Background: an optimization exercise with open tools, aiming at small area, a short achievable clock period and few clock cycles. Do not read the settings as production practice. Where RTL was checked, it was by simulation tests only, not by an equivalence proof against the original. Only the layout flow was run in runs 2 to 5; the RTL was not checked for function there. No activity file was given, so power comes from the tool's default toggle rates.

===== flow/config.mk =====
export PLATFORM = sky130hd
export DESIGN_NAME = Mips_Processor
export DESIGN_NICKNAME = Mips_Processor
export VERILOG_FILES = /design/flow/design.v
export SDC_FILE = /design/flow/constraint.sdc
export NUM_CORES = 4
export LEC_CHECK = 0
export ABC_AREA = 1
export CAP_MARGIN = 20
export CORE_MARGIN = 2
export CORE_UTILIZATION = 40
export CTS_CLUSTER_DIAMETER = 70
export CTS_CLUSTER_SIZE = 24
export PLACE_DENSITY = 0.6
export SLEW_MARGIN = 20

===== flow/constraint.sdc =====
create_clock -name core_clock -period 11.0 [get_ports {clk}]
set_input_delay 2.2000 -clock core_clock [delete_from_list [all_inputs] [get_ports {clk}]]
set_output_delay 2.2000 -clock core_clock [all_outputs]
set_load 0.01 [all_outputs]

===== flow/design.v =====
module Mips_Processor (
    input             clk,
    input             rst,
    output     [15:0] mem_addr,
    output            mem_wr,
    output     [15:0] mem_wdata,
    input      [15:0] mem_rdata,
    output reg        wb_we,
    output reg [3:0]  wb_rd,
    output reg [15:0] wb_data
);
    localparam OP_ADD  = 4'd0,  OP_ADDM = 4'd1,  OP_SUB = 4'd2,  OP_ADDI = 4'd3;
    localparam OP_MUL  = 4'd4,  OP_AND  = 4'd5,  OP_SHL = 4'd6,  OP_LW   = 4'd7;
    localparam OP_LWI  = 4'd8,  OP_SW   = 4'd9,  OP_SWI = 4'd10, OP_CLR  = 4'd11;
    localparam OP_LI   = 4'd12, OP_CMP  = 4'd13, OP_BNE = 4'd14, OP_J    = 4'd15;
    function writes_reg(input [3:0] op);
        writes_reg = (op == OP_ADD) || (op == OP_ADDM) || (op == OP_SUB) || (op == OP_ADDI) ||
                     (op == OP_AND) || (op == OP_SHL) || (op == OP_LW) || (op == OP_LWI) ||
                     (op == OP_CLR) || (op == OP_LI);
    endfunction
    function uses_ba(input [3:0] op);
        uses_ba = (op == OP_ADDM) || (op == OP_LW) || (op == OP_LWI) || (op == OP_SW) || (op == OP_SWI);
    endfunction
    function is_load(input [3:0] op);
        is_load = (op == OP_ADDM) || (op == OP_LW) || (op == OP_LWI);
    endfunction
    function b_is_reg(input [3:0] op);
        b_is_reg = (op == OP_ADD) || (op == OP_SUB) || (op == OP_MUL) || (op == OP_AND) || (op == OP_CMP);
    endfunction
    function real_rd(input [3:0] r);
        real_rd = (r != 4'd0) && (r != 4'd9) && (r != 4'd12) && (r != 4'd13);
    endfunction
    function is_hilo(input [3:0] r);
        is_hilo = (r == 4'd12) || (r == 4'd13);
    endfunction
    function [20:0] ks20(input [19:0] a, input [19:0] b, input cin);
        reg [19:0] g, p, gg, pp;
        integer i, d;
        begin
            g = a & b;
            p = a ^ b;
            gg = g;
            pp = p;
            gg[0] = g[0] | (p[0] & cin);
            for (d = 1; d < 20; d = d * 2)
                for (i = 19; i >= d; i = i - 1) begin
                    gg[i] = gg[i] | (pp[i] & gg[i - d]);
                    pp[i] = pp[i] & pp[i - d];
                end
            ks20 = {gg[19], p ^ {gg[18:0], cin}};
        end
    endfunction
    reg  [15:0] pc, tgt;
    reg         tsel;
    reg         d_valid;
    reg  [15:0] d_ir;
    reg         d_ba, d_rd1, d_rd2, d_isbne, d_hl;
    reg  [3:0]  d_r1, d_r2;
    reg         e_valid;
    reg  [3:0]  e_rd;
    reg  [15:0] e_v1, e_v2, e_imm;
    reg         e_fm1, e_fw1, e_fm2, e_fw2;
    reg         e_fv1, e_fv2;    
    reg         e_fwd;           
    reg         e_ldr;           
    reg         e_sub, e_breg, e_s_and, e_s_shl, e_s_imm, e_cmp, e_mul, e_bne;
    reg         e_mem, e_sw, e_two, e_ld, e_addm, e_wr;
    reg         m_valid, m_port, m_wr, m_ph1, m_swi;
    reg         m_asel, a_t, a_p;
    reg         m_two, m_ld, m_addm, m_wrr;
    reg  [3:0]  m_rd;
    reg  [15:0] m_res, m_s;
    reg  [3:0]  sr;              
    reg  [15:0] hi, lo, mcand;
    reg  [17:0] mcand3;          
    reg  [2:0]  mcnt;
    reg  [15:0] x1, x2, x3, x4, x5, x6, x7, x8, x10, x11, x14, x15;
    reg         rst_q;           
    wire freeze = m_ph1;        
    wire [15:0] fa   = tsel ? tgt : pc;
    assign mem_addr  = ({16{m_asel}} & m_res) | ({16{a_t}} & tgt) | ({16{a_p}} & pc);
    assign mem_wr    = m_wr;
    assign mem_wdata = m_s;
    wire [20:0] m_sum    = ks20({4'd0, m_addm ? m_s : 16'd0}, {4'd0, mem_rdata}, 1'b0);
    wire [15:0] m_result = (m_ld || m_addm) ? m_sum[15:0] : m_res;
    wire [15:0] f1 = ({16{e_fm1}} & m_res) | ({16{e_fw1}} & wb_data) | ({16{e_fv1}} & e_v1);
    wire [15:0] f2 = ({16{e_fm2}} & m_res) | ({16{e_fw2}} & wb_data) | ({16{e_fv2}} & e_v2);
    wire [15:0] e_b   = e_breg ? f2 : e_imm;
    wire [20:0] e_ks  = ks20({4'd0, f1}, {4'd0, e_sub ? ~e_b : e_b}, e_sub);
    wire [16:0] e_sum = {e_ks[16], e_ks[15:0]};
    wire        e_eq  = (f1 == f2);
    wire [15:0] e_shl = (e_imm[7:4] != 4'd0) ? 16'd0 : (f1 << e_imm[3:0]);
    wire [3:0]  e_sr  = {e_eq, e_sum[15], e_sum[16], (f1[15] != f2[15]) && (e_sum[15] != f1[15])};
    wire [15:0] e_res = e_s_and ? (f1 & f2) :
                        e_s_shl ? e_shl :
                        e_s_imm ? e_imm :
                        e_cmp   ? {e_sr, 12'd0} : e_sum[15:0];
    wire e_cmpv = e_valid && e_cmp;
    wire [20:0] mcand3_n = ks20({4'd0, f1}, {3'd0, f1, 1'b0}, 1'b0);
    wire e_mulv = e_valid && e_mul;
    wire [3:0]  d_op  = d_ir[15:12];
    wire [15:0] d_sx  = {{8{d_ir[7]}}, d_ir[7:0]};
    wire [15:0] d_sx2 = {d_sx[14:0], 1'b0};
    reg  [15:0] d_imm;
    always @* begin
        case (d_op)
            OP_ADDM, OP_LW, OP_LI: d_imm = d_sx2;
            OP_CLR:                d_imm = 16'd0;
            default:               d_imm = d_sx;
        endcase
    end
    wire [3:0]  d_dest = (d_op == OP_CMP) ? 4'd9 : d_ir[11:8];
    wire        d_fwd  = (writes_reg(d_op) && !is_load(d_op) && real_rd(d_ir[11:8])) || (d_op == OP_CMP);
    function [15:0] rf_rd(input [3:0] r);
        case (r)
            4'd1:    rf_rd = x1;
            4'd2:    rf_rd = x2;
            4'd3:    rf_rd = x3;
            4'd4:    rf_rd = x4;
            4'd5:    rf_rd = x5;
            4'd6:    rf_rd = x6;
            4'd7:    rf_rd = x7;
            4'd8:    rf_rd = x8;
            4'd9:    rf_rd = {sr, 12'd0};
            4'd10:   rf_rd = x10;
            4'd11:   rf_rd = x11;
            4'd12:   rf_rd = hi;
            4'd13:   rf_rd = lo;
            4'd14:   rf_rd = x14;
            4'd15:   rf_rd = x15;
            default: rf_rd = 16'd0;
        endcase
    endfunction
    wire        wb_real = wb_we && real_rd(wb_rd);
    wire [15:0] d_ra    = (wb_real && wb_rd == d_r1) ? wb_data : rf_rd(d_r1);
    wire [15:0] d_rb    = (wb_real && wb_rd == d_r2) ? wb_data : rf_rd(d_r2);
    wire m_wreal  = m_valid && m_wrr && real_rd(m_rd);
    wire load_use = e_valid && e_ldr && ((d_rd1 && d_r1 == e_rd) || (d_rd2 && d_r2 == e_rd));
    wire mul_busy = e_mulv || (mcnt != 3'd0);
    wire hilo_use = mul_busy && d_hl;
    wire stall_d  = load_use || hilo_use;
    wire fm1_n = e_valid && e_fwd && (e_rd == d_r1);
    wire fm2_n = e_valid && e_fwd && (e_rd == d_r2);
    wire fw1_n = m_wreal && (m_rd == d_r1);
    wire fw2_n = m_wreal && (m_rd == d_r2);
    wire d_adv    = d_valid && !freeze && !stall_d;
    wire d_bne    = d_valid && d_isbne;
    wire mis_e    = e_valid && e_bne && sr[3] && !freeze;
    wire mis_d    = d_bne && !e_cmpv && sr[3] && !freeze && !mis_e;
    wire [15:0] pcp2   = fa + 16'd2;
    wire [3:0]  f_op   = mem_rdata[15:12];
    wire [20:0] f_ks   = ks20({12'd0, pcp2[8:1]}, {12'd0, mem_rdata[7:0]}, 1'b0);
    wire [9:0]  f_lo   = {f_ks[8:0], pcp2[0]};
    wire [6:0]  f_hi0  = pcp2[15:9];
    wire [6:0]  f_hip  = pcp2[15:9] + 7'd1;
    wire [6:0]  f_him  = pcp2[15:9] - 7'd1;
    wire [6:0]  f_hic  = mem_rdata[7] ? f_hi0 : f_hip;     
    wire [6:0]  f_hin  = mem_rdata[7] ? f_him : f_hi0;     
    wire [6:0]  f_hi   = ({7{f_lo[9]}} & f_hic) | ({7{!f_lo[9]}} & f_hin);
    wire [15:0] f_btgt = {f_hi, f_lo[8:0]};
    wire        take   = !m_port && (!d_valid || d_adv) && !mis_d && !mis_e;
    wire        tsel_n = !mis_e && !mis_d && (take ? (f_op == OP_BNE) : tsel);
    wire        masel_n = freeze || (e_valid && e_mem);
    wire        f_ba   = uses_ba(f_op);
    wire        f_rd1  = (f_op != OP_LI) && (f_op != OP_CLR) && (f_op != OP_BNE) && (f_op != OP_J);
    wire        f_rd2  = b_is_reg(f_op) || (f_op == OP_ADDM) || (f_op == OP_SW) || (f_op == OP_SWI);
    wire        f_hl   = (f_rd1 && !f_ba && is_hilo(mem_rdata[11:8])) ||
                         (f_rd2 && is_hilo(f_ba ? mem_rdata[11:8] : mem_rdata[7:4]));
    function [17:0] mpick(input [1:0] dgt);
        mpick = ({18{dgt == 2'd1}} & {2'b00, mcand}) |
                ({18{dgt == 2'd2}} & {1'b0, mcand, 1'b0}) |
                ({18{dgt == 2'd3}} & mcand3);
    endfunction
    wire [19:0] mul_x = {4'd0, hi};
    wire [19:0] mul_y = {2'd0, mpick(lo[1:0])};
    wire [19:0] mul_z = {mpick(lo[3:2]), 2'd0};
    wire [19:0] mul_s = mul_x ^ mul_y ^ mul_z;
    wire [19:0] mul_c = (mul_x & mul_y) | (mul_x & mul_z) | (mul_y & mul_z);
    wire [20:0] mul_k = ks20(mul_s, {mul_c[18:0], 1'b0}, 1'b0);
    wire [19:0] mul_p = mul_k[19:0];
    always @(posedge clk) begin
        rst_q <= rst;
        if (rst_q || (wb_we && wb_rd == 4'd1))  x1  <= rst_q ? 16'd0 : wb_data;
        if (rst_q || (wb_we && wb_rd == 4'd2))  x2  <= rst_q ? 16'd0 : wb_data;
        if (rst_q || (wb_we && wb_rd == 4'd3))  x3  <= rst_q ? 16'd0 : wb_data;
        if (rst_q || (wb_we && wb_rd == 4'd4))  x4  <= rst_q ? 16'd0 : wb_data;
        if (rst_q || (wb_we && wb_rd == 4'd5))  x5  <= rst_q ? 16'd0 : wb_data;
        if (rst_q || (wb_we && wb_rd == 4'd6))  x6  <= rst_q ? 16'd0 : wb_data;
        if (rst_q || (wb_we && wb_rd == 4'd7))  x7  <= rst_q ? 16'd0 : wb_data;
        if (rst_q || (wb_we && wb_rd == 4'd8))  x8  <= rst_q ? 16'd0 : wb_data;
        if (rst_q || (wb_we && wb_rd == 4'd10)) x10 <= rst_q ? 16'd0 : wb_data;
        if (rst_q || (wb_we && wb_rd == 4'd11)) x11 <= rst_q ? 16'd0 : wb_data;
        if (rst_q || (wb_we && wb_rd == 4'd14)) x14 <= rst_q ? 16'd0 : wb_data;
        if (rst_q || (wb_we && wb_rd == 4'd15)) x15 <= rst_q ? 16'd0 : wb_data;
        if (rst)
            mcnt <= 3'd0;
        else if (e_mulv && !freeze)
            mcnt <= 3'd4;
        else if (mcnt != 3'd0)
            mcnt <= mcnt - 3'd1;
        if (rst_q) begin
            hi <= 16'd0;
            lo <= 16'd0;
        end else if (e_mulv && !freeze) begin
            hi <= 16'd0;
            lo <= f2;
        end else if (mcnt != 3'd0) begin
            {hi, lo} <= {mul_p, lo[15:4]};
        end
        if (e_mulv && !freeze) begin
            mcand  <= f1;
            mcand3 <= mcand3_n[17:0];
        end
        if (rst_q)
            sr <= 4'd0;
        else if (e_cmpv && !freeze)
            sr <= e_sr;
        if (rst) begin
            pc <= 16'd0;
            tsel <= 1'b0;
            d_valid <= 1'b0;
            e_valid <= 1'b0;
            m_valid <= 1'b0;
            m_port <= 1'b0;
            m_asel <= 1'b0;
            a_t <= 1'b0;
            a_p <= 1'b1;
            m_wr <= 1'b0;
            m_ph1 <= 1'b0;
            wb_we <= 1'b0;
        end else begin
            wb_we   <= m_valid && m_wrr && !freeze;
            wb_rd   <= m_rd;
            wb_data <= m_result;
            if (freeze) begin
                m_ph1   <= 1'b0;
                m_res   <= mem_rdata;
                m_wr    <= m_swi;
                e_v1    <= f1;
                e_v2    <= f2;
                e_fm1   <= 1'b0;
                e_fm2   <= 1'b0;
                e_fw1   <= 1'b0;
                e_fw2   <= 1'b0;
                e_fv1   <= 1'b1;
                e_fv2   <= 1'b1;
            end else begin
                m_valid <= e_valid;
                m_rd    <= e_rd;
                m_res   <= e_res;
                m_s     <= f2;
                m_port  <= e_valid && e_mem;
                m_wr    <= e_valid && e_sw;
                m_ph1   <= e_valid && e_two;
                m_two   <= e_two;
                m_swi   <= e_two && !e_wr;
                m_ld    <= e_ld;
                m_addm  <= e_addm;
                m_wrr   <= e_wr;
                e_valid <= d_adv && !mis_e && (!d_bne || e_cmpv);
                e_rd    <= d_dest;
                e_fwd   <= d_fwd;
                e_ldr   <= is_load(d_op) && real_rd(d_ir[11:8]);
                e_v1    <= d_bne ? pc : d_ra;    
                e_v2    <= d_rb;
                e_imm   <= d_imm;
                e_fm1   <= fm1_n;
                e_fm2   <= fm2_n;
                e_fw1   <= !fm1_n && fw1_n;
                e_fw2   <= !fm2_n && fw2_n;
                e_fv1   <= !fm1_n && !fw1_n;
                e_fv2   <= !fm2_n && !fw2_n;
                e_sub   <= (d_op == OP_SUB) || (d_op == OP_CMP);
                e_breg  <= b_is_reg(d_op);
                e_s_and <= (d_op == OP_AND);
                e_s_shl <= (d_op == OP_SHL);
                e_s_imm <= (d_op == OP_CLR) || (d_op == OP_LI);
                e_cmp   <= (d_op == OP_CMP);
                e_mul   <= (d_op == OP_MUL);
                e_bne   <= (d_op == OP_BNE);
                e_mem   <= d_ba;
                e_sw    <= (d_op == OP_SW);
                e_two   <= (d_op == OP_LWI) || (d_op == OP_SWI);
                e_ld    <= (d_op == OP_LW) || (d_op == OP_LWI);
                e_addm  <= (d_op == OP_ADDM);
                e_wr    <= writes_reg(d_op);
            end
            m_asel <= masel_n;
            a_t    <= !masel_n && tsel_n;
            a_p    <= !masel_n && !tsel_n;
            if (mis_e) begin
                pc <= e_v1;
                tsel <= 1'b0;
                d_valid <= 1'b0;
            end else if (mis_d) begin
                tsel <= 1'b0;
                d_valid <= 1'b0;
            end else if (take) begin
                if (f_op == OP_J) begin
                    pc <= {pcp2[15:13], mem_rdata[11:0], 1'b0};
                    tsel <= 1'b0;
                    d_valid <= 1'b0;
                end else begin
                    pc <= pcp2;
                    tsel <= (f_op == OP_BNE);
                    if (f_op == OP_BNE)
                        tgt <= f_btgt;
                    d_valid <= 1'b1;
                    d_ir <= mem_rdata;
                    d_ba <= f_ba;
                    d_r1 <= f_ba ? 4'd10 : mem_rdata[11:8];
                    d_r2 <= f_ba ? mem_rdata[11:8] : mem_rdata[7:4];
                    d_rd1 <= f_rd1;
                    d_rd2 <= f_rd2;
                    d_isbne <= (f_op == OP_BNE);
                    d_hl <= f_hl;
                end
            end else if (d_adv) begin
                d_valid <= 1'b0;
            end
        end
    end
endmodule

===== flow/flow/run.sh =====
#!/bin/bash
# Standard layout with extra make settings: a tighter timing-repair target,
# and the settings listed on the make line below.
set -euo pipefail
bash standard.sh 'SETUP_SLACK_MARGIN=7.15' 'BUFFER_PORTS_ARGS=-buffer_cell sky130_fd_sc_hd__buf_4' finish > flow_make.log 2>&1

===== flow/standard.sh =====
#!/bin/bash
# synth_recipe.tcl (not shown) runs the flow's synth.tcl, then flattens the netlist and writes it again
# the make line also repeats each setting of config.mk as NAME=value (left out here)
make -C /OpenROAD-flow-scripts/flow DESIGN_CONFIG=/design/flow/config.mk WORK_HOME=/design/flow/orfs CLKGATE_MAP_FILE= SYNTH_SCRIPT=/design/flow/synth_recipe.tcl "${@:-finish}"

==> results of run 1 <==
-- stage by stage --
stage	worst slack, ns	instance area [sq um]	util [%]
after floorplan	6.81	27500	-
after global placement	6.40	28900	42.9
after detailed placement	6.39	28900	42.9
after CTS	7.04	30300	45.0
after global routing	7.01	30900	45.8
final	7.17	30900	45.8
-- report_power, final --
group | internal, mW | switching, mW
combinational | 0.919 | 1.91
sequential | 2.33 | 0.300
clock | 0.666 | 0.729
total | 3.91 | 2.93
-- area by class of cell --
type | instances | area (sq um) | share of cell area [%]
multi-input cells | 2092 | 12300 | 40.0
clock inverters | 22 | 278 | 0.900
inverters | 444 | 1690 | 5.47
repair buffers | 160 | 1270 | 4.13
clock buffers | 40 | 916 | 2.97
flip-flops and latches | 464 | 13300 | 43.0
well taps | 873 | 1090 | 3.54
repair inverters | 2 | 10.0 | 0.0324
-- layout by cell type, fill, tap and decap left out, types with 70 or more instances in the layout --
| master | netlist | layout |
|---|---|---|
| inv_1 | 427 | 420 |
| o21ai_0 | 194 | 177 |
| o22ai_1 | 135 | 135 |
| nor2_1 | 232 | 220 |
| nand3_1 | 178 | 162 |
| edfxtp_1 | 397 | 397 |
| a221oi_1 | 70 | 70 |
| buf_4 | 2 | 154 |
| ha_1 | 99 | 91 |
| nand2_1 | 656 | 646 |
| a21oi_1 | 131 | 120 |
-- critical path, cell delays in order, from the launching register on --
cell and delay, ns:
edfxtp_1 0.58, nand2_1 0.12, nand3_1 0.15, buf_4 0.18
-- layer usage --
layer / up-vias / track usage, % / part of all wire, %
li1: 11000 / - / -
met1: 11500 / 38.6 / 42
met2: 1300 / 41.5 / 44
met3: 164 / 4.45 / 10
met4: 0 / 8.86 / 3.2
met5: - / 0 / 0
-- logic make-up (layout without fill, tap and decap cells) --
group	Yosys count	count (layout)
AND/OR/NAND/NOR	1162	1162
flip-flops	464	464
XOR/XNOR	95	95
AO/OA/AOI/OAI	710	710
multiplexers	7	7
adder cells (fa/ha/maj)	118	118
buffers and inverters	564	668
-- final timing paths --
kind / endpoint / cells after the start
hold reg to reg: m_ld / 0
setup reg to reg: m_res[15] / 19
setup / recovery: mem_addr[14] / 3
hold / removal: m_ld / 0
-- repair_timing --
| item | in CTS | in global routing |
|---|---|---|
| gates resized for setup | 18 | 58 |
| buffers inserted | 16 | 35 |
| gates cloned | 0 | 2 |
| setup endpoints to repair | 31 | 71 |
| pin swaps | 2 | 23 |
==> flow_summary_export.csv, run 1 <==
group,metric,value,unit
critical_path,path_max_fanout,4,
yosys,ys_ff_latch,464,
place,place.gp.congestion,0.973,
yosys,avgSynthCellArea,8.77,sq um
yosys,synth_area,0.0274,sq mm
grt,grt_pass1_vias,21800,
floorplan,core.rowCount,95,
yosys,synth_most_common_cell,"nand2_1",
yosys,yosysSeqAreaShare,48.5,%
yosys,synth_area_leaders,"edfxtp_1, nand2_1, inv_1, dfxtp_1, ha_1",
timing,fin_crit,3.83,ns
timing,tightest_slew,1.11,ns
floorplan,start_util,40.6,%
routing,viasPerCell,5.85,
place,dp_hpwl,72100,microns
routing,drtAntennaViolNets,0,
critical_path,critical_path_class,"reg -> out",
run_status,status,"timing/DRC/antenna clean",
clock_network,clk_path_buf_depth,3,
routing,vias,24000,
timing,final-setup-viol-count,0,
yosys,synthSimpleGateAreaFrac,17.9,%
clock_network,clk_pin_slew_worst_paths,0.09,ns
finish,fin_cells,4097,
timing,finalCritPeriodShare,34.9,%
yosys,synth_common_cells,"nand2_1, inv_1, edfxtp_1, nor2_1, o21ai_0",
yosys,syn-instance-count,3120,
yosys,synth_edf_count,397,
clock_network,clock_sinks,464,
finish,drive_above_1_share,11.4,%
clock_network,cts_hold_buf,0,
critical_path,critPathArrivalTime,1.63,ns
critical_path,cp-startpoint,"m_res[14]",
yosys,async_reset_ff_share,0,%
power,finalPower,6.85,mW
yosys,synthMuxAreaShare,0.325,%
critical_path,worst_setup_path_end_kind,"primary output",
routing,drt_iter0_markers,3090,
finish,largest_reg_flops,18,
flow_run,maxCapViolCount,0,
timing,rsz0062_at_grt,"yes",
yosys,ys_warn_count,1,
place,io_buffers,71,
clock_network,clock-root-buffer,"clkbuf_16",
clock_network,worstSkewPairLatency,0.60,ns
finish,nets,3334,
timing,max-slew-margin-rel,26.2,%
critical_path,worst_ep_required_time,8.80,ns
grt,antenna_found_initial,3,
critical_path,reg2reg_from,"e_fm2",
yosys,synth_flop_cell,"edfxtp_1",
timing,finalClockSkew,0.0434,ns
clock_network,cts_tree,"done",
power,power.density,222,mW/mm^2
timing,finalHoldViolCount,0,
min_path,hp-class,"reg -> reg",
routing,drt-wirelength-per-cell,23.7,microns
routing,routed_wl,97300,microns
grt,grt_overflow,0,
floorplan,core-area,0.0674,sq mm
yosys,synth_compound_area_share,16.2,%
routing,firstDrtPassIters,6,
timing,whs,0.425,ns
finish,top_register,"mcand3",
finish,diodes,0,
floorplan,dieHeight,265,microns
timing,fin_tns_setup,0,ns
yosys,yosys.area_share.xor_xnor,3.17,%
yosys,synth_top_family_by_area,"simple AND/OR/NAND/NOR gates",
yosys,yosys.area_share.adder,5.92,%
grt,grt_pass1_wl,142000,microns
yosys,synth.net_count,3256,
clock_network,htreeDepth,2,
power,vdd_ir_drop_max,131,uV
timing,drv_slew,0,
timing,fmax,261,MHz
critical_path,start_kind,"register",
yosys,synth_top_area_cell,"edfxtp_1",
clock_network,cts_buffers,34,
floorplan,die-width,265,microns
power,p_leak,12.9,nW
grt,track_usage,26.9,%
min_path,hold_path.startpoint,"e_ld",
yosys,synth_top_cell_area_share,43.6,%
finish,nFillCells,6544,
place,dp.cells,3980,
yosys,ys_types,68,
floorplan,die-area,0.0705,sq mm
routing,drc,0,
floorplan,io_pins,72,
critical_path,r2r_slack,7.28,ns
finish,syn2layout_area_growth,12.9,%
grt,grt_max_degree,82,
Testbench counts, summed over its fixed seeds: cycles 23,254.
==> inputs of run 2 (changes only) <==
--- a/flow/design.v
+++ b/flow/design.v
@@ -159,5 +159,6 @@
     wire [6:0]  f_hi   = ({7{f_lo[9]}} & f_hic) | ({7{!f_lo[9]}} & f_hin);
     wire [15:0] f_btgt = {f_hi, f_lo[8:0]};
-    wire        take   = !m_port && (!d_valid || d_adv) && !mis_d && !mis_e;
+    wire        d_free = !d_valid || d_adv;      
+    wire        take   = !m_port && d_free && !mis_d && !mis_e;
     wire        tsel_n = !mis_e && !mis_d && (take ? (f_op == OP_BNE) : tsel);
     wire        masel_n = freeze || (e_valid && e_mem);
@@ -193,4 +194,14 @@
         if (rst_q || (wb_we && wb_rd == 4'd14)) x14 <= rst_q ? 16'd0 : wb_data;
         if (rst_q || (wb_we && wb_rd == 4'd15)) x15 <= rst_q ? 16'd0 : wb_data;
+        if (d_free) begin
+            d_ir <= mem_rdata;
+            d_ba <= f_ba;
+            d_r1 <= f_ba ? 4'd10 : mem_rdata[11:8];
+            d_r2 <= f_ba ? mem_rdata[11:8] : mem_rdata[7:4];
+            d_rd1 <= f_rd1;
+            d_rd2 <= f_rd2;
+            d_isbne <= (f_op == OP_BNE);
+            d_hl <= f_hl;
+        end
         if (rst)
             mcnt <= 3'd0;
@@ -307,12 +318,4 @@
                         tgt <= f_btgt;
                     d_valid <= 1'b1;
-                    d_ir <= mem_rdata;
-                    d_ba <= f_ba;
-                    d_r1 <= f_ba ? 4'd10 : mem_rdata[11:8];
-                    d_r2 <= f_ba ? mem_rdata[11:8] : mem_rdata[7:4];
-                    d_rd1 <= f_rd1;
-                    d_rd2 <= f_rd2;
-                    d_isbne <= (f_op == OP_BNE);
-                    d_hl <= f_hl;
                 end
             end else if (d_adv) begin
==> flow/flow/run.sh (replaced) <==
#!/bin/bash
# Standard layout with extra make settings: a tighter timing-repair target,
# and the settings listed on the make line below.
set -euo pipefail
bash standard.sh 'SETUP_SLACK_MARGIN=7' 'BUFFER_PORTS_ARGS=-buffer_cell sky130_fd_sc_hd__buf_4' finish > flow_make.log 2>&1
--- a/flow/config.mk
+++ b/flow/config.mk
@@ -10,6 +10,4 @@
 export CORE_MARGIN = 2
 export CORE_UTILIZATION = 40
-export CTS_CLUSTER_DIAMETER = 70
-export CTS_CLUSTER_SIZE = 24
 export PLACE_DENSITY = 0.6
 export SLEW_MARGIN = 20
==> run 2 against run 1 <==
Net effect: sequential share of layout area decreased by 0.35 points; non-clock buffer count decreased by 9; worst hold slack better by 0.0022 ns; count of clock-buffer cells in the layout grew 26; clock power up 34%; wire length grew 2.3%; power shrank 2.5%; still clean; final area is 0.83% higher; register-to-register slack got worse by 0.23 ns; utilization up 0.38 points.
==> flow_summary_export.csv, run 2 <==
group,metric,value,unit
run_status,status,"timing/DRC/antenna clean",
place,dp_hpwl,73200,microns
timing,final-setup-viol-count,0,
routing,routed_wl,99500,microns
yosys,synth_flop_cell,"edfxtp_1",
clock_network,clock_sinks,464,
grt,grt_max_degree,79,
finish,largest_reg_flops,18,
yosys,avgSynthCellArea,8.81,sq um
finish,nets,3320,
floorplan,dieHeight,265,microns
critical_path,path_cells,"inv_1 > nor2_1 > nor2_1 > a221oi_1 > nand2_1 > clkinv_1 > a31oi_1 > o221ai_1 > o21ai_0",
yosys,syn-instance-count,3099,
place,place.gp.congestion,0.968,
timing,fin_crit,3.95,ns
timing,finalHoldViolCount,0,
yosys,synth_top_area_cell,"edfxtp_1",
critical_path,worst_ep_required_time,11.35,ns
clock_network,clock-root-buffer,"clkbuf_16",
finish,utilization,46.2,%
finish,final_cell_mix,"nand2_1, inv_1, edfxtp_1, o21ai_0, nor2_1",
routing,drtAntennaViolNets,0,
place,io_buffers,71,
finish,top_register,"mcand3",
finish,nFillCells,6457,
power,p_leak,12.9,nW
routing,drc,0,
clock_network,cts_tree,"done",
clock_network,htreeDepth,2,
yosys,synth.net_count,3235,
critical_path,cpMostUsedCell,"nor2_1",
clock_network,clk_path_buf_depth,3,
finish,drive_above_1_share,11.0,%
timing,finalClockSkew,0.0257,ns
timing,rsz0062_at_grt,"no",
grt,grt_pass1_wl,143000,microns
grt,grt_pass1_vias,22100,
timing,finalCritPeriodShare,35.9,%
power,vdd_ir_drop_max,122,uV
grt,busiest_layer,"met1",
grt,met1_usage,40.3,%
grt,grt.met3_usage,5.39,%
timing,drv_slew,0,
critical_path,crit_buf_inv,2,
yosys,synth_area,0.0273,sq mm
clock_network,worstSkewPairLatency,0.63,ns
critical_path,worst_setup_path_end_kind,"register",
yosys,synth_area_leaders,"edfxtp_1, nand2_1, inv_1, dfxtp_1, ha_1",
yosys,ys_ff_latch,464,
flow_run,maxCapViolCount,0,
place,post-place-ws,6.46,ns
timing,fin_ws,7.05,ns
routing,drt-wirelength-per-cell,24.3,microns
min_path,hp-class,"reg -> reg",
clock_network,cts_buffers,52,
routing,vias,24100,
grt,grt.met2_usage,40.1,%
critical_path,cp_top_family,"compound AO/OA/AOI/OAI gates",
grt,track_usage,27.4,%
timing,fmax,253,MHz
floorplan,core.rowCount,95,
floorplan,die-area,0.0704,sq mm
power,power.density,214,mW/mm^2
timing,fin_tns_setup,0,ns
critical_path,worst_path_max_delay_cell,"clkinv_1",
floorplan,start_util,40.5,%
critical_path,critPathArrivalTime,4.30,ns
timing,tightest_slew,1.19,ns
yosys,synth_edf_count,397,
timing,max-slew-margin-rel,18.5,%
power,finalPower,6.67,mW
yosys,ys_warn_count,1,
critical_path,path_max_fanout,23,
critical_path,critical_path_class,"reg -> reg",
floorplan,die-width,265,microns
yosys,synth_most_common_cell,"nand2_1",
grt,grt_overflow,0,
routing,firstDrtPassIters,8,
yosys,async_reset_ff_share,0,%
timing,whs,0.427,ns
routing,viasPerCell,5.87,
yosys,ys_types,73,
critical_path,start_kind,"register",
yosys,synth_top_cell_area_share,43.7,%
finish,syn2layout_area_growth,14.0,%
critical_path,slowest_delay,0.74,ns
grt,antenna_found_initial,0,
finish,diodes,0,
clock_network,clk_pin_slew_worst_paths,0.07,ns
floorplan,io_pins,72,
finish,final_common_cell,"nand2_1",
yosys,yosysSeqAreaShare,48.6,%
yosys,synth_common_cells,"nand2_1, inv_1, edfxtp_1, o21ai_0, nor2_1",
floorplan,core-area,0.0674,sq mm
routing,drt_iter0_markers,3527,
run 2: cell types whose count changed after synthesis, sizes merged, moves of 8 or more:
cell,before,now
a221oi,71,52
inv,439,428
nand3,181,133
nor2,239,224
nor3,18,34
nor4,9,17
o21ai,228,248
run 2: logic make-up (layout without fill, tap and decap cells):
| group | count (synthesis) | after routing | share of synthesized area [%] |
|---|---|---|---|
| multiplexers | 10 | 10 | 0.385 |
| buffers and inverters | 558 | 687 | 7.92 |
| XOR/XNOR | 103 | 103 | 3.55 |
| AND/OR/NAND/NOR | 1120 | 1120 | 17.3 |
| adder cells (fa/ha/maj) | 118 | 118 | 5.93 |
| flip-flops | 464 | 464 | 48.6 |
| AO/OA/AOI/OAI | 726 | 726 | 16.3 |
run 2: timing repair:
item | 4_1_cts | 5_1_grt
pin swaps | 0 | 3
setup endpoints to repair | 14 | 41
gates cloned | 0 | 1
hold buffers | 0 | 0
resized for setup | 8 | 31
setup buffers | 0 | 30
run 2: final timing paths:
kind / from / endpoint / slack, ns / depth (start not counted)
worst max register to register: wb_rd[3] / e_v1[1] / 7.05 / 9
worst min-delay path: e_addm / m_addm / 0.43 / 0
worst max-delay path: wb_rd[3] / e_v1[1] / 7.05 / 9
worst min register to register: e_addm / m_addm / 0.43 / 0
run 2: per-stage QoR:
stage	instance area [sq um]	std cells
2_1_floorplan	27400	3099
3_3_place_gp	28900	3971
3_5_place_dp	28900	3971
4_1_cts	30800	4069
5_1_grt	31100	4101
6_report	31100	4101
run 2: cell type report:
cell class | instances | area [sq um] | area share [%]
Clock buffer | 66 | 1430 | 4.58
Clock inverter | 32 | 408 | 1.31
Inverter | 437 | 1670 | 5.35
Multi-Input combinational cell | 2077 | 12100 | 38.9
Sequential cell | 464 | 13300 | 42.6
Tap cell | 873 | 1090 | 3.51
Timing Repair Buffer | 151 | 1160 | 3.71
Timing Repair inverter | 1 | 5.00 | 0.0161
run 2: power breakdown:
group / switching, mW / leakage (nW) / internal (mW)
combinational: 1.52 / 7.58 / 0.736
sequential: 0.283 / 4.51 / 2.26
clock: 0.781 / 0.863 / 1.09
total: 2.58 / 12.9 / 4.09
run 2: per-layer routing:
layer  share of wire (%)  vias up
li1                    -    10900
met3                  12      209
met4                 3.7        0
met1                  42    11500
met5                   0        -
met2                  42     1387
==> inputs of run 3 (changes only) <==
--- a/flow/design.v
+++ b/flow/design.v
@@ -59,7 +59,8 @@
     reg         e_valid;
     reg  [3:0]  e_rd;
-    reg  [15:0] e_v1, e_v2, e_imm;
+    reg  [15:0] e_v1, e_v2, e_imm;    
     reg         e_fm1, e_fw1, e_fm2, e_fw2;
     reg         e_fv1, e_fv2;    
+    reg         e_bm, e_bw, e_bv, e_bi;
     reg         e_fwd;           
     reg         e_ldr;           
@@ -85,7 +86,10 @@
     wire [15:0] m_result = (m_ld || m_addm) ? m_sum[15:0] : m_res;
     wire [15:0] f1 = ({16{e_fm1}} & m_res) | ({16{e_fw1}} & wb_data) | ({16{e_fv1}} & e_v1);
-    wire [15:0] f2 = ({16{e_fm2}} & m_res) | ({16{e_fw2}} & wb_data) | ({16{e_fv2}} & e_v2);
-    wire [15:0] e_b   = e_breg ? f2 : e_imm;
-    wire [20:0] e_ks  = ks20({4'd0, f1}, {4'd0, e_sub ? ~e_b : e_b}, e_sub);
+    wire [15:0] e_s16 = {16{e_sub}};
+    wire [15:0] f2x = ({16{e_fm2}} & (m_res ^ e_s16)) | ({16{e_fw2}} & (wb_data ^ e_s16)) | ({16{e_fv2}} & e_v2);
+    wire [15:0] f2  = f2x ^ e_s16;
+    wire [15:0] e_b = ({16{e_bm}} & (m_res ^ e_s16)) | ({16{e_bw}} & (wb_data ^ e_s16)) |
+                      ({16{e_bv}} & e_v2) | ({16{e_bi}} & e_imm);
+    wire [20:0] e_ks  = ks20({4'd0, f1}, {4'd0, e_b}, e_sub);
     wire [16:0] e_sum = {e_ks[16], e_ks[15:0]};
     wire        e_eq  = (f1 == f2);
@@ -111,4 +115,6 @@
     end
     wire [3:0]  d_dest = (d_op == OP_CMP) ? 4'd9 : d_ir[11:8];
+    wire        d_sub  = (d_op == OP_SUB) || (d_op == OP_CMP);
+    wire        d_breg = b_is_reg(d_op);
     wire        d_fwd  = (writes_reg(d_op) && !is_load(d_op) && real_rd(d_ir[11:8])) || (d_op == OP_CMP);
     function [15:0] rf_rd(input [3:0] r);
@@ -249,5 +255,9 @@
                 m_wr    <= m_swi;
                 e_v1    <= f1;
-                e_v2    <= f2;
+                e_v2    <= f2x;
+                e_bm    <= 1'b0;
+                e_bw    <= 1'b0;
+                e_bv    <= e_breg;
+                e_bi    <= !e_breg;
                 e_fm1   <= 1'b0;
                 e_fm2   <= 1'b0;
@@ -274,5 +284,9 @@
                 e_ldr   <= is_load(d_op) && real_rd(d_ir[11:8]);
                 e_v1    <= d_bne ? pc : d_ra;    
-                e_v2    <= d_rb;
+                e_v2    <= d_sub ? ~d_rb : d_rb;
+                e_bm    <= d_breg && fm2_n;
+                e_bw    <= d_breg && !fm2_n && fw2_n;
+                e_bv    <= d_breg && !fm2_n && !fw2_n;
+                e_bi    <= !d_breg;
                 e_imm   <= d_imm;
                 e_fm1   <= fm1_n;
@@ -282,6 +296,6 @@
                 e_fv1   <= !fm1_n && !fw1_n;
                 e_fv2   <= !fm2_n && !fw2_n;
-                e_sub   <= (d_op == OP_SUB) || (d_op == OP_CMP);
-                e_breg  <= b_is_reg(d_op);
+                e_sub   <= d_sub;
+                e_breg  <= d_breg;
                 e_s_and <= (d_op == OP_AND);
                 e_s_shl <= (d_op == OP_SHL);
==> run 3 against run 2 <==
Net effect: still clean on timing, DRC and antenna; cell count up 9.3%; utilization shrank 0.96 points; via count increased by 6.7%; count of clock-buffer cells in the layout increased by 1; worst hold slack worse by 0.0062 ns; wire length up 6.5%; non-clock buffer count is 26 lower; synthesized area up 5.0%; combinational power rose by 17%; critical path type is now reg -> out; largest cell class unchanged; highest routed layer is now met5.
==> flow_summary_export.csv, run 3 <==
group,metric,value,unit
timing,fin_crit,3.94,ns
critical_path,reg2reg_from,"d_r2[2]",
grt,grt_max_degree,75,
finish,final_common_cell,"nand2_1",
routing,drc,0,
grt,met1_usage,39.3,%
clock_network,clock_sinks,468,
floorplan,start_util,40.2,%
finish,final_cell_mix,"nand2_1, inv_1, edfxtp_1, nor2_1, o21ai_0",
finish,diodes,0,
critical_path,worst_setup_path_end_kind,"primary output",
yosys,synth_edf_count,401,
routing,vias,25700,
timing,fmax,254,MHz
finish,fin_cells,4483,
timing,drv_slew,0,
yosys,synth_flop_cell,"edfxtp_1",
clock_network,worstSkewPairLatency,0.66,ns
floorplan,core-area,0.0712,sq mm
finish,drive_above_1_share,8.18,%
finish,final_cell_area,0.0322,sq mm
place,place.gp.congestion,0.971,
grt,grt.met2_usage,41.8,%
routing,drt_iter0_markers,3229,
yosys,synth_area,0.0287,sq mm
finish,utilization,45.2,%
critical_path,r2r_slack,7.14,ns
floorplan,die-width,272,microns
min_path,hp-class,"reg -> reg",
min_path,whs_path_depth,0,
yosys,ys_warn_count,1,
yosys,yosysSeqAreaShare,46.7,%
finish,top_register,"mcand3",
finish,syn2layout_area_growth,12.4,%
routing,routed_wl,106000,microns
place,dp.cells,4368,
grt,busiest_layer,"met2",
timing,finalHoldViolCount,0,
yosys,synth_top_cell_area_share,42.0,%
timing,finalCritPeriodShare,35.8,%
timing,final-setup-viol-count,0,
grt,grt_pass1_vias,23900,
timing,fin_tns_setup,0,ns
yosys,synth_area_leaders,"edfxtp_1, nand2_1, inv_1, dfxtp_1, ha_1",
critical_path,worst_ep_required_time,8.80,ns
timing,max-slew-margin-rel,20.0,%
yosys,synth.net_count,3580,
yosys,async_reset_ff_share,0,%
critical_path,critPathArrivalTime,1.74,ns
yosys,synth_common_cells,"nand2_1, inv_1, edfxtp_1, nor2_1, o21ai_0",
floorplan,core.rowCount,98,
floorplan,dieHeight,272,microns
floorplan,die-area,0.0738,sq mm
place,place_area,0.0302,sq mm
clock_network,cts_tree,"done",
clock_network,cts_buffers,53,
finish,largest_reg_flops,18,
critical_path,critical_path_class,"reg -> out",
clock_network,htreeDepth,2,
timing,rsz0062_at_grt,"yes",
yosys,syn-instance-count,3443,
yosys,avgSynthCellArea,8.33,sq um
floorplan,io_pins,72,
routing,drtAntennaViolNets,0,
power,vdd_ir_drop_max,211,uV
finish,nets,3626,
clock_network,clock-root-buffer,"clkbuf_16",
place,dp_hpwl,78700,microns
yosys,ys_ff_latch,468,
clock_network,clk_pin_slew_worst_paths,0.06,ns
min_path,hold_end,"m_ld",
grt,grt.met3_usage,6.46,%
critical_path,start_kind,"register",
grt,grt_pass1_wl,155000,microns
timing,finalClockSkew,0.0527,ns
grt,grt_overflow,0,
grt,antenna_found_initial,7,
timing,whs,0.421,ns
timing,tightest_slew,1.19,ns
yosys,synth_top_area_cell,"edfxtp_1",
run_status,status,"timing/DRC/antenna clean",
critical_path,reg2reg_depth,12,
critical_path,reg2reg_to,"e_v2[0]",
place,io_buffers,71,
clock_network,clk_path_buf_depth,3,
min_path,hold_path.startpoint,"e_ld",
yosys,synth_most_common_cell,"nand2_1",
power,p_leak,13.9,nW
power,power.density,220,mW/mm^2
routing,viasPerCell,5.73,
grt,track_usage,28.1,%
flow_run,maxCapViolCount,0,
finish,nFillCells,7004,
routing,drt-wirelength-per-cell,23.6,microns
routing,firstDrtPassIters,8,
critical_path,path_max_fanout,4,
yosys,ys_types,56,
run 3: changes by cell type after synthesis, moves of 14 or more:
| cell | change |
|---|---|
| nand2_1 | +203 |
| inv_1 | +50 |
| nand3_1 | +48 |
| xor2_1 | +35 |
| a21oi_1 | +29 |
| o21ai_0 | -29 |
| nor2_1 | +18 |
| a221oi_1 | -14 |
| nor4_1 | +14 |
| o22ai_1 | +14 |
run 3: layout make-up:
class	instances	area (sq um)	area share, %
multi-input cells	2359	13100	40.7
repair buffers	125	961	2.98
flip-flops and latches	468	13400	41.6
clock buffers	67	1390	4.32
clock inverters	32	378	1.17
well taps	950	1190	3.69
inverters	482	1810	5.63
run 3: metrics by stage:
stage	power, mW	setup WS [ns]
after detailed placement	5.18	6.59
final	7.08	7.06
after global placement	5.17	6.62
after CTS	7.00	7.03
after floorplan	4.17	7.01
after global routing	7.43	6.91
run 3: worst max-delay path by stage:
stage,startpoint,to,slack [ns],cells past startpoint
2_1_floorplan,mem_rdata[0],tgt[14],7.01,12
3_3_place_gp,mem_rdata[0],tgt[14],6.62,13
3_5_place_dp,mem_rdata[2],wb_data[13],6.59,13
4_1_cts,lo[2],hi[12],7.03,15
5_1_grt,lo[2],hi[12],6.91,15
6_report,m_res[13],mem_addr[13],7.06,3
run 3: what timing repair did:
action,CTS,global route
resized for setup,4,15
hold buffers,0,0
endpoints found under the setup margin,15,40
pin swaps,0,1
setup buffers,3,12
run 3: metal layers:
layer | routed length, microns | vias to the layer above
met4 | 4390 | 2
met1 | 44300 | 12300
li1 | - | 11900
met3 | 11700 | 204
met2 | 45600 | 1370
met5 | 12 | -
run 3: cell families after synthesis:
kind of cell | count (synthesis) | share of synthesized area (%)
buf+inv | 616 | 8.24
simple gates | 1397 | 20.2
flops | 468 | 46.7
mux | 5 | 0.175
fa+ha+maj | 119 | 5.72
compound gates | 704 | 14.7
xor+xnor | 134 | 4.25
run 3: where the power goes:
group / switching [mW] / leakage [nW] / internal, mW
sequential: 0.308 / 4.55 / 2.31
clock: 0.796 / 0.857 / 1.03
combinational: 1.81 / 8.51 / 0.828
total: 2.91 / 13.9 / 4.17
run 3: worst max-delay path, stage by stage (launching register included):
cell and delay [ns]:
edfxtp_1 0.62, nand2_1 0.14, nand3_1 0.14, buf_4 0.18
==> inputs of run 4 (changes only) <==
--- a/flow/design.v
+++ b/flow/design.v
@@ -57,4 +57,5 @@
     reg         d_ba, d_rd1, d_rd2, d_isbne, d_hl;
     reg  [3:0]  d_r1, d_r2;
+    reg         d_byp1, d_byp2;  
     reg         e_valid;
     reg  [3:0]  e_rd;
@@ -69,5 +70,5 @@
     reg         m_valid, m_port, m_wr, m_ph1, m_swi;
     reg         m_asel, a_t, a_p;
-    reg         m_two, m_ld, m_addm, m_wrr;
+    reg         m_ld, m_addm, m_wrr;
     reg  [3:0]  m_rd;
     reg  [15:0] m_res, m_s;
@@ -138,7 +139,6 @@
         endcase
     endfunction
-    wire        wb_real = wb_we && real_rd(wb_rd);
-    wire [15:0] d_ra    = (wb_real && wb_rd == d_r1) ? wb_data : rf_rd(d_r1);
-    wire [15:0] d_rb    = (wb_real && wb_rd == d_r2) ? wb_data : rf_rd(d_r2);
+    wire [15:0] d_ra    = d_byp1 ? wb_data : rf_rd(d_r1);
+    wire [15:0] d_rb    = d_byp2 ? wb_data : rf_rd(d_r2);
     wire m_wreal  = m_valid && m_wrr && real_rd(m_rd);
     wire load_use = e_valid && e_ldr && ((d_rd1 && d_r1 == e_rd) || (d_rd2 && d_r2 == e_rd));
@@ -170,4 +170,9 @@
     wire        masel_n = freeze || (e_valid && e_mem);
     wire        f_ba   = uses_ba(f_op);
+    wire [3:0]  f_r1   = f_ba ? 4'd10 : mem_rdata[11:8];
+    wire [3:0]  f_r2   = f_ba ? mem_rdata[11:8] : mem_rdata[7:4];
+    wire        w_next = m_valid && m_wrr && !freeze && real_rd(m_rd);
+    wire [3:0]  nd_r1  = d_free ? f_r1 : d_r1;
+    wire [3:0]  nd_r2  = d_free ? f_r2 : d_r2;
     wire        f_rd1  = (f_op != OP_LI) && (f_op != OP_CLR) && (f_op != OP_BNE) && (f_op != OP_J);
     wire        f_rd2  = b_is_reg(f_op) || (f_op == OP_ADDM) || (f_op == OP_SW) || (f_op == OP_SWI);
@@ -200,9 +205,11 @@
         if (rst_q || (wb_we && wb_rd == 4'd14)) x14 <= rst_q ? 16'd0 : wb_data;
         if (rst_q || (wb_we && wb_rd == 4'd15)) x15 <= rst_q ? 16'd0 : wb_data;
+        d_byp1 <= w_next && (m_rd == nd_r1);
+        d_byp2 <= w_next && (m_rd == nd_r2);
         if (d_free) begin
             d_ir <= mem_rdata;
             d_ba <= f_ba;
-            d_r1 <= f_ba ? 4'd10 : mem_rdata[11:8];
-            d_r2 <= f_ba ? mem_rdata[11:8] : mem_rdata[7:4];
+            d_r1 <= f_r1;
+            d_r2 <= f_r2;
             d_rd1 <= f_rd1;
             d_rd2 <= f_rd2;
@@ -274,5 +281,4 @@
                 m_wr    <= e_valid && e_sw;
                 m_ph1   <= e_valid && e_two;
-                m_two   <= e_two;
                 m_swi   <= e_two && !e_wr;
                 m_ld    <= e_ld;
==> run 4 against run 3 <==
Net effect: final area hardly changed; non-clock buffer count is 1 lower; combinational power is 7.6% higher; via count is 3.4% higher; fmax is 0.53% higher; largest cell class unchanged; largest power group unchanged; utilization is 0.13 points lower; highest routed layer unchanged; register-to-register slack hardly changed; clock skew is 0.032 ns lower; still clean on timing, DRC and antenna.
==> flow_summary_export.csv, run 4 <==
group,metric,value,unit
power,p_comb_share,39.0,%
grt,grt_max_degree,58,
routing,drc,0,
routing,drt-wirelength-per-cell,23.8,microns
clock_network,cts_hold_buf,0,
clock_network,cts_tree,"done",
place,io_buffers,71,
timing,rsz0062_at_grt,"yes",
yosys,syn-instance-count,3555,
grt,antenna_found_initial,5,
critical_path,path_cells,"buf_4",
yosys,synth_flop_cell,"edfxtp_1",
finish,final_cell_area,0.0322,sq mm
timing,drv_slew,0,
clock_network,clock-root-buffer,"clkbuf_16",
timing,tightest_slew,1.04,ns
finish,final_common_cell,"nand2_1",
grt,grt_pass1_vias,24400,
timing,max-slew-margin-rel,30.5,%
floorplan,dieHeight,273,microns
routing,viasPerCell,5.80,
timing,final-setup-viol-count,0,
critical_path,crit_buf_inv,1,
clock_network,cts_buffers,51,
routing,vias,26600,
floorplan,start_util,40.4,%
yosys,synth_area_leaders,"edfxtp_1, nand2_1, inv_1, dfxtp_1, ha_1",
run_status,status,"timing/DRC/antenna clean",
yosys,ys_ff_latch,470,
min_path,whs_path_depth,0,
critical_path,critical_path_class,"reg -> out",
timing,finalClockSkew,0.0202,ns
floorplan,core.rowCount,98,
power,switching_power,3.05,mW
finish,top_register,"mcand3",
clock_network,clk_path_buf_depth,3,
power,p_leak,14.2,nW
power,pwr-share-seq,36.5,%
power,p_sw_share,41.9,%
finish,drive_above_1_share,6.94,%
yosys,synth_common_cells,"nand2_1, inv_1, edfxtp_1, o21ai_0, nor2_1",
floorplan,core-area,0.0715,sq mm
flow_run,maxCapViolCount,0,
yosys,ys_warn_count,1,
critical_path,worst_path_max_delay_cell,"edfxtp_1",
power,vdd_ir_drop_max,136,uV
place,post-place-ws,6.66,ns
floorplan,die-area,0.0744,sq mm
grt,grt_pass1_wl,158000,microns
yosys,synth_top_area_cell,"edfxtp_1",
finish,final_cell_mix,"nand2_1, inv_1, edfxtp_1, nor2_1, o21ai_0",
min_path,hp-class,"reg -> reg",
timing,finalHoldViolCount,0,
critical_path,cp_top_family,"flip-flops",
timing,whs,0.419,ns
power,internal_power,4.24,mW
routing,firstDrtPassIters,8,
min_path,hold_path.startpoint,"e_ld",
yosys,async_reset_ff_share,0,%
critical_path,worst_ep_required_time,8.80,ns
grt,track_usage,28.6,%
yosys,synth_area,0.0289,sq mm
routing,drtAntennaViolNets,0,
critical_path,reg2reg_to,"mcand3[15]",
critical_path,r2r_slack,7.13,ns
min_path,hold_end,"m_ld",
timing,fin_tns_setup,0,ns
yosys,synth.net_count,3692,
yosys,ys_types,56,
floorplan,die-width,273,microns
grt,grt_overflow,0,
critical_path,slowest_delay,0.85,ns
finish,nets,3724,
power,power.density,226,mW/mm^2
critical_path,path_max_fanout,6,
timing,fin_crit,3.92,ns
clock_network,clk_pin_slew_worst_paths,0.07,ns
yosys,synth_edf_count,393,
timing,fin_ws,7.08,ns
routing,drt_iter0_markers,3431,
critical_path,worst_setup_path_end_kind,"primary output",
timing,finalCritPeriodShare,35.6,%
yosys,avgSynthCellArea,8.13,sq um
place,place.gp.congestion,1.00,
timing,fmax,255,MHz
clock_network,htreeDepth,2,
clock_network,clock_sinks,470,
yosys,synth_top_cell_area_share,40.8,%
critical_path,critPathArrivalTime,1.72,ns
yosys,yosysSeqAreaShare,46.2,%
finish,syn2layout_area_growth,11.6,%
finish,largest_reg_flops,18,
power,clkPwrFrac,24.5,%
clock_network,worstSkewPairLatency,0.62,ns
place,dp_hpwl,80900,microns
routing,routed_wl,109000,microns
critical_path,reg2reg_from,"wb_data[2]",
place,place_area,0.0304,sq mm
floorplan,io_pins,72,
yosys,synth_most_common_cell,"nand2_1",
critical_path,reg2reg_depth,12,
critical_path,start_kind,"register",
==> run 4: cell types whose count changed after synthesis, sizes merged, moves of 12 or more <==
cell / before / now
inv: 473 / 491
o21ai: 226 / 249
nand2: 860 / 940
o211ai: 39 / 24
a211oi: 13 / 25
a221oi: 38 / 16
nand3: 178 / 208
==> run 4: through the flow <==
stage	instances	total power, mW	utilization, %
2_1_floorplan	3555	4.33	-
3_3_place_gp	4470	5.42	42.5
3_5_place_dp	4471	5.43	42.5
4_1_cts	4567	7.22	44.9
5_1_grt	4580	7.65	45.1
6_report	4581	7.29	45.1
==> run 4: routing by layer <==
layer  GRT usage (%)  up-vias  wire length, microns
met5               0        -                    43
met4            11.4        6                  4840
met3            6.10      256                 12600
met2            42.7     1582                 46600
met1            40.3    12700                 44700
li1                -    12100                     -
==> run 4: cells by family (layout without fill, tap and decap cells) <==
family | after synthesis | after routing | synth area share, %
AO/OA/AOI/OAI | 685 | 685 | 13.8
other | 0 | 1 | 0
multiplexers | 8 | 8 | 0.277
flip-flops | 470 | 470 | 46.2
adder cells (fa/ha/maj) | 119 | 119 | 5.67
buffers and inverters | 639 | 714 | 8.47
XOR/XNOR | 127 | 127 | 3.97
AND/OR/NAND/NOR | 1507 | 1507 | 21.6
==> run 4: what timing repair did <==
item / CTS / global route
setup buffers: 0 / 13
endpoints found under the setup margin: 6 / 16
resized for setup: 2 / 11
==> run 4: worst max-delay path by stage <==
stage / start / to / slack, ns / cells after the start
after global placement: mem_rdata[0] / tgt[14] / 6.65 / 13
after floorplan: rst / pc[3] / 6.99 / 5
after CTS: a_p / mem_addr[5] / 7.02 / 3
after global routing: wb_data[2] / mcand3[15] / 6.98 / 12
after detailed placement: mem_rdata[0] / tgt[14] / 6.66 / 13
final: wb_data[11] / wb_data[11] / 7.08 / 1
==> run 4: cell type report <==
class                           instances  area (sq um)
Antenna cell                            1          2.50
Timing Repair Buffer                  124           963
Inverter                              494          1860
Sequential cell                       470         13300
Fill cell                            7130         39200
Clock buffer                           63          1370
Multi-Input combinational cell       2446         13200
Clock inverter                         33           323
Tap cell                              950          1190
==> run 4: power groups by stage <==
stage,clock network (mW),registers (mW),logic (mW)
6_report,1.79,2.66,2.84
5_1_grt,1.87,2.67,3.11
4_1_cts,1.80,2.64,2.77
3_5_place_dp,0,2.68,2.75
3_3_place_gp,0,2.68,2.74
2_1_floorplan,0,2.50,1.84
==> inputs of run 5 (changes only) <==
--- a/flow/design.v
+++ b/flow/design.v
@@ -60,8 +60,7 @@
     reg         e_valid;
     reg  [3:0]  e_rd;
-    reg  [15:0] e_v1, e_v2, e_imm;    
+    reg  [15:0] e_v1, e_v2, e_imm;
     reg         e_fm1, e_fw1, e_fm2, e_fw2;
     reg         e_fv1, e_fv2;    
-    reg         e_bm, e_bw, e_bv, e_bi;
     reg         e_fwd;           
     reg         e_ldr;           
@@ -87,10 +86,7 @@
     wire [15:0] m_result = (m_ld || m_addm) ? m_sum[15:0] : m_res;
     wire [15:0] f1 = ({16{e_fm1}} & m_res) | ({16{e_fw1}} & wb_data) | ({16{e_fv1}} & e_v1);
-    wire [15:0] e_s16 = {16{e_sub}};
-    wire [15:0] f2x = ({16{e_fm2}} & (m_res ^ e_s16)) | ({16{e_fw2}} & (wb_data ^ e_s16)) | ({16{e_fv2}} & e_v2);
-    wire [15:0] f2  = f2x ^ e_s16;
-    wire [15:0] e_b = ({16{e_bm}} & (m_res ^ e_s16)) | ({16{e_bw}} & (wb_data ^ e_s16)) |
-                      ({16{e_bv}} & e_v2) | ({16{e_bi}} & e_imm);
-    wire [20:0] e_ks  = ks20({4'd0, f1}, {4'd0, e_b}, e_sub);
+    wire [15:0] f2 = ({16{e_fm2}} & m_res) | ({16{e_fw2}} & wb_data) | ({16{e_fv2}} & e_v2);
+    wire [15:0] e_b   = e_breg ? f2 : e_imm;
+    wire [20:0] e_ks  = ks20({4'd0, f1}, {4'd0, e_sub ? ~e_b : e_b}, e_sub);
     wire [16:0] e_sum = {e_ks[16], e_ks[15:0]};
     wire        e_eq  = (f1 == f2);
@@ -116,6 +112,4 @@
     end
     wire [3:0]  d_dest = (d_op == OP_CMP) ? 4'd9 : d_ir[11:8];
-    wire        d_sub  = (d_op == OP_SUB) || (d_op == OP_CMP);
-    wire        d_breg = b_is_reg(d_op);
     wire        d_fwd  = (writes_reg(d_op) && !is_load(d_op) && real_rd(d_ir[11:8])) || (d_op == OP_CMP);
     function [15:0] rf_rd(input [3:0] r);
@@ -165,6 +159,5 @@
     wire [6:0]  f_hi   = ({7{f_lo[9]}} & f_hic) | ({7{!f_lo[9]}} & f_hin);
     wire [15:0] f_btgt = {f_hi, f_lo[8:0]};
-    wire        d_free = !d_valid || d_adv;      
-    wire        take   = !m_port && d_free && !mis_d && !mis_e;
+    wire        take   = !m_port && (!d_valid || d_adv) && !mis_d && !mis_e;
     wire        tsel_n = !mis_e && !mis_d && (take ? (f_op == OP_BNE) : tsel);
     wire        masel_n = freeze || (e_valid && e_mem);
@@ -172,4 +165,5 @@
     wire [3:0]  f_r1   = f_ba ? 4'd10 : mem_rdata[11:8];
     wire [3:0]  f_r2   = f_ba ? mem_rdata[11:8] : mem_rdata[7:4];
+    wire        d_free = !d_valid || d_adv;
     wire        w_next = m_valid && m_wrr && !freeze && real_rd(m_rd);
     wire [3:0]  nd_r1  = d_free ? f_r1 : d_r1;
@@ -207,14 +201,4 @@
         d_byp1 <= w_next && (m_rd == nd_r1);
         d_byp2 <= w_next && (m_rd == nd_r2);
-        if (d_free) begin
-            d_ir <= mem_rdata;
-            d_ba <= f_ba;
-            d_r1 <= f_r1;
-            d_r2 <= f_r2;
-            d_rd1 <= f_rd1;
-            d_rd2 <= f_rd2;
-            d_isbne <= (f_op == OP_BNE);
-            d_hl <= f_hl;
-        end
         if (rst)
             mcnt <= 3'd0;
@@ -262,9 +246,5 @@
                 m_wr    <= m_swi;
                 e_v1    <= f1;
-                e_v2    <= f2x;
-                e_bm    <= 1'b0;
-                e_bw    <= 1'b0;
-                e_bv    <= e_breg;
-                e_bi    <= !e_breg;
+                e_v2    <= f2;
                 e_fm1   <= 1'b0;
                 e_fm2   <= 1'b0;
@@ -290,9 +270,5 @@
                 e_ldr   <= is_load(d_op) && real_rd(d_ir[11:8]);
                 e_v1    <= d_bne ? pc : d_ra;    
-                e_v2    <= d_sub ? ~d_rb : d_rb;
-                e_bm    <= d_breg && fm2_n;
-                e_bw    <= d_breg && !fm2_n && fw2_n;
-                e_bv    <= d_breg && !fm2_n && !fw2_n;
-                e_bi    <= !d_breg;
+                e_v2    <= d_rb;
                 e_imm   <= d_imm;
                 e_fm1   <= fm1_n;
@@ -302,6 +278,6 @@
                 e_fv1   <= !fm1_n && !fw1_n;
                 e_fv2   <= !fm2_n && !fw2_n;
-                e_sub   <= d_sub;
-                e_breg  <= d_breg;
+                e_sub   <= (d_op == OP_SUB) || (d_op == OP_CMP);
+                e_breg  <= b_is_reg(d_op);
                 e_s_and <= (d_op == OP_AND);
                 e_s_shl <= (d_op == OP_SHL);
@@ -338,4 +314,12 @@
                         tgt <= f_btgt;
                     d_valid <= 1'b1;
+                    d_ir <= mem_rdata;
+                    d_ba <= f_ba;
+                    d_r1 <= f_r1;
+                    d_r2 <= f_r2;
+                    d_rd1 <= f_rd1;
+                    d_rd2 <= f_rd2;
+                    d_isbne <= (f_op == OP_BNE);
+                    d_hl <= f_hl;
                 end
             end else if (d_adv) begin
==> run 5 against run 4 <==
Net effect: flip-flop and latch count fell by 4; sequential power fell by 7.9%; largest cell class unchanged; sequential share of layout area rose by 1.2 points; still clean; final area shrank 3.2%; clock skew up 0.0063 ns; first-iteration DRC count fell by 5.1%.
==> flow_summary_export.csv, run 5 <==
group,metric,value,unit
flow_run,maxCapViolCount,0,
yosys,synth_area_leaders,"edfxtp_1, nand2_1, inv_1, dfxtp_1, o21ai_0",
finish,diodes,0,
floorplan,dieHeight,266,microns
timing,tightest_slew,1.25,ns
timing,drv_slew,0,
grt,track_usage,27.7,%
critical_path,worst_ep_required_time,11.35,ns
timing,rsz0062_at_grt,"no",
floorplan,start_util,40.2,%
timing,finalCritPeriodShare,35.1,%
critical_path,path_max_fanout,5,
yosys,synth_most_common_cell,"nand2_1",
yosys,yosysSeqAreaShare,48.5,%
clock_network,worstSkewPairLatency,0.63,ns
floorplan,core-area,0.0682,sq mm
critical_path,slowest_delay,0.35,ns
routing,drc,0,
floorplan,io_pins,72,
finish,largest_reg_flops,18,
finish,nFillCells,6656,
grt,antenna_found_initial,0,
grt,grt_pass1_vias,22400,
min_path,hold_path.startpoint,"e_addm",
critical_path,critical_path_class,"in -> reg",
timing,fmax,259,MHz
routing,firstDrtPassIters,6,
yosys,synth_edf_count,397,
routing,viasPerCell,5.87,
clock_network,cts_hold_buf,0,
floorplan,core.rowCount,96,
critical_path,worst-path-stages,12,
clock_network,htreeDepth,2,
critical_path,crit_buf_inv,1,
yosys,ys_ff_latch,466,
routing,vias,24300,
yosys,async_reset_ff_share,0,%
critical_path,r2r_slack,7.15,ns
critical_path,cp_top_family,"compound AO/OA/AOI/OAI gates",
grt,grt_overflow,0,
clock_network,cts_buffers,52,
finish,syn2layout_area_growth,13.7,%
timing,final-setup-viol-count,0,
finish,nets,3356,
routing,drtAntennaViolNets,0,
clock_network,clock-root-buffer,"clkbuf_16",
finish,drive_above_1_share,10.2,%
yosys,synth_flop_cell,"edfxtp_1",
place,dp_hpwl,74100,microns
routing,routed_wl,101000,microns
clock_network,clock_sinks,466,
routing,drt-wirelength-per-cell,24.3,microns
yosys,syn-instance-count,3145,
critical_path,worst_path_max_delay_cell,"ha_1",
timing,finalClockSkew,0.0265,ns
finish,final_common_cell,"nand2_1",
grt,grt_max_degree,69,
timing,finalHoldViolCount,0,
timing,max-slew-margin-rel,14.2,%
timing,fin_crit,3.86,ns
yosys,synth_top_cell_area_share,43.4,%
place,place.gp.congestion,0.996,
timing,fin_tns_setup,0,ns
min_path,hold_end,"m_addm",
yosys,synth_common_cells,"nand2_1, inv_1, edfxtp_1, o21ai_0, nor2_1",
finish,top_register,"mcand3",
power,p_leak,13.0,nW
critical_path,path_cells,"buf_4 > ha_1 > a21oi_1 > nand2_1 > a21oi_1 > o21ai_1 > a21boi_1 > o21ai_1 > nand3_1 > nand2_1 > xnor2_1 > o21ai_0",
place,post-place-ws,6.39,ns
yosys,ys_warn_count,1,
critical_path,reg2reg_to,"m_res[9]",
floorplan,die-width,266,microns
finish,final_cell_mix,"nand2_1, inv_1, edfxtp_1, o21ai_0, nor2_1",
clock_network,clk_pin_slew_worst_paths,0.06,ns
routing,drt_iter0_markers,3255,
power,power.density,202,mW/mm^2
yosys,synth_area,0.0274,sq mm
run_status,status,"timing/DRC/antenna clean",
place,io_buffers,71,
floorplan,die-area,0.0707,sq mm
clock_network,cts_tree,"done",
min_path,whs_path_depth,0,
critical_path,critPathArrivalTime,4.22,ns
yosys,synth_top_area_cell,"edfxtp_1",
critical_path,reg2reg_from,"e_fw1",
yosys,synth.net_count,3281,
critical_path,start_kind,"input port",
yosys,avgSynthCellArea,8.73,sq um
yosys,ys_types,65,
grt,grt_pass1_wl,146000,microns
power,vdd_ir_drop_max,135,uV
clock_network,clk_path_buf_depth,3,
critical_path,reg2reg_depth,18,
timing,fin_ws,7.14,ns
min_path,hp-class,"reg -> reg",
critical_path,worst_setup_path_end_kind,"register",
==> run 5: timing repair <==
item                                    4_1_cts  5_1_grt
endpoints found under the hold margin         0        0
cloned                                        0        1
setup buffers                                 0       27
gates resized for setup                       3       32
endpoints found under the setup margin        5       40
pin swaps                                     0        3
==> run 5: layer usage <==
layer,GRT usage [%],up-vias,share of wire [%]
met5,0,-,0
met4,9.90,0,3.8
met3,6.47,238,11
met2,42.5,1346,44
met1,38.3,11600,42
li1,-,11100,-
==> run 5: layout make-up <==
| type | count | area [sq um] | area share (%) |
|---|---|---|---|
| sequential | 466 | 13300 | 42.6 |
| multi-input combinational | 2087 | 12100 | 38.7 |
| inverter | 470 | 1780 | 5.70 |
| clock buffer | 71 | 1470 | 4.72 |
| timing repair buffer | 142 | 1150 | 3.68 |
| tap | 882 | 1100 | 3.54 |
| clock inverter | 26 | 325 | 1.04 |
| timing repair inverter | 1 | 5.00 | 0.0160 |
==> run 5: stage by stage <==
stage	cell area, sq um	hold slack, ns	utilization, %	cells	power, mW
2_1_floorplan	27500	0.400	-	3145	3.65
4_1_cts	30800	0.420	45.1	4116	6.22
6_report	31200	0.419	45.8	4145	6.29
5_1_grt	31200	0.432	45.8	4145	6.57
3_3_place_gp	29000	0.405	42.5	4019	4.38
3_5_place_dp	29000	0.406	42.5	4019	4.38
==> run 5: worst max path at each step <==
stage / startpoint / end / slack (ns)
3_5_place_dp: mem_rdata[0] / tgt[15] / 6.39
2_1_floorplan: mem_rdata[0] / tgt[14] / 6.82
4_1_cts: lo[1] / hi[12] / 6.98
5_1_grt: lo[2] / hi[12] / 6.98
6_report: mem_rdata[2] / wb_data[13] / 7.14
3_3_place_gp: mem_rdata[0] / tgt[15] / 6.38
==> run 5: cells by family (layout without fill, tap and decap cells) <==
group	count (synthesis)	after routing	share of synthesized area (%)
multiplexers	6	6	0.228
AO/OA/AOI/OAI	789	789	17.6
buffers and inverters	592	710	8.27
AND/OR/NAND/NOR	1081	1081	16.6
adder cells (fa/ha/maj)	118	118	5.90
XOR/XNOR	93	93	3.02
flip-flops	466	466	48.5
==> run 5: power breakdown <==
group | leakage, nW | total, mW | internal, mW | switching, mW
clock | 0.872 | 1.84 | 1.08 | 0.759
sequential | 4.50 | 2.45 | 2.22 | 0.227
combinational | 7.64 | 2.00 | 0.643 | 1.35
total | 13.0 | 6.29 | 3.95 | 2.34
==> run 5: worst register-to-register path, delay by kind of cell (launching register included) <==
kind	cells	cell delay, ns
and+or+nand+nor	12	1.43
adders and majority gates	1	0.61
AOI/OAI and AO/OA	3	0.81
buffers and inverters	2	0.36
DFF	1	0.36

==> afterwards: timing with drivers on the ports <==
No port has a modelled driver above. Below, the same layouts with a new extraction and two added sets of constraints. Step 1: set_driving_cell puts a clkbuf_16 on clk and a buf_2 on each other input, an assumption about the parent block. Step 2, shift: input delay + t, output delay - t, t = (earliest + latest rising clock arrival at the registers) / 2. This alone moves slack from input paths to output paths. Slacks: ideal ports / drivers / drivers and shift; pairs: ideal ports / drivers.
run	shift t [ns]	setup WS [ns]	clock arrival spread, ns	worst register clock-pin slew, ns	cell pins on the clock port's net
run 1	0.645	7.166 / 7.101 / 6.558	0.055 / 0.055	0.10 / 0.10	1
run 2	0.678	7.046 / 7.005 / 6.532	0.027 / 0.027	0.07 / 0.07	1
run 3	0.700	7.061 / 6.997 / 6.523	0.054 / 0.054	0.07 / 0.07	1
run 4	0.675	7.082 / 7.016 / 6.611	0.022 / 0.021	0.07 / 0.07	1
run 5	0.679	7.136 / 7.116 / 6.496	0.031 / 0.031	0.07 / 0.07	1
After both steps every run listed still meets setup and hold. For run 5, which loses most, drivers alone change the setup slack by -0.020 ns; drivers and shift together by -0.640 ns.
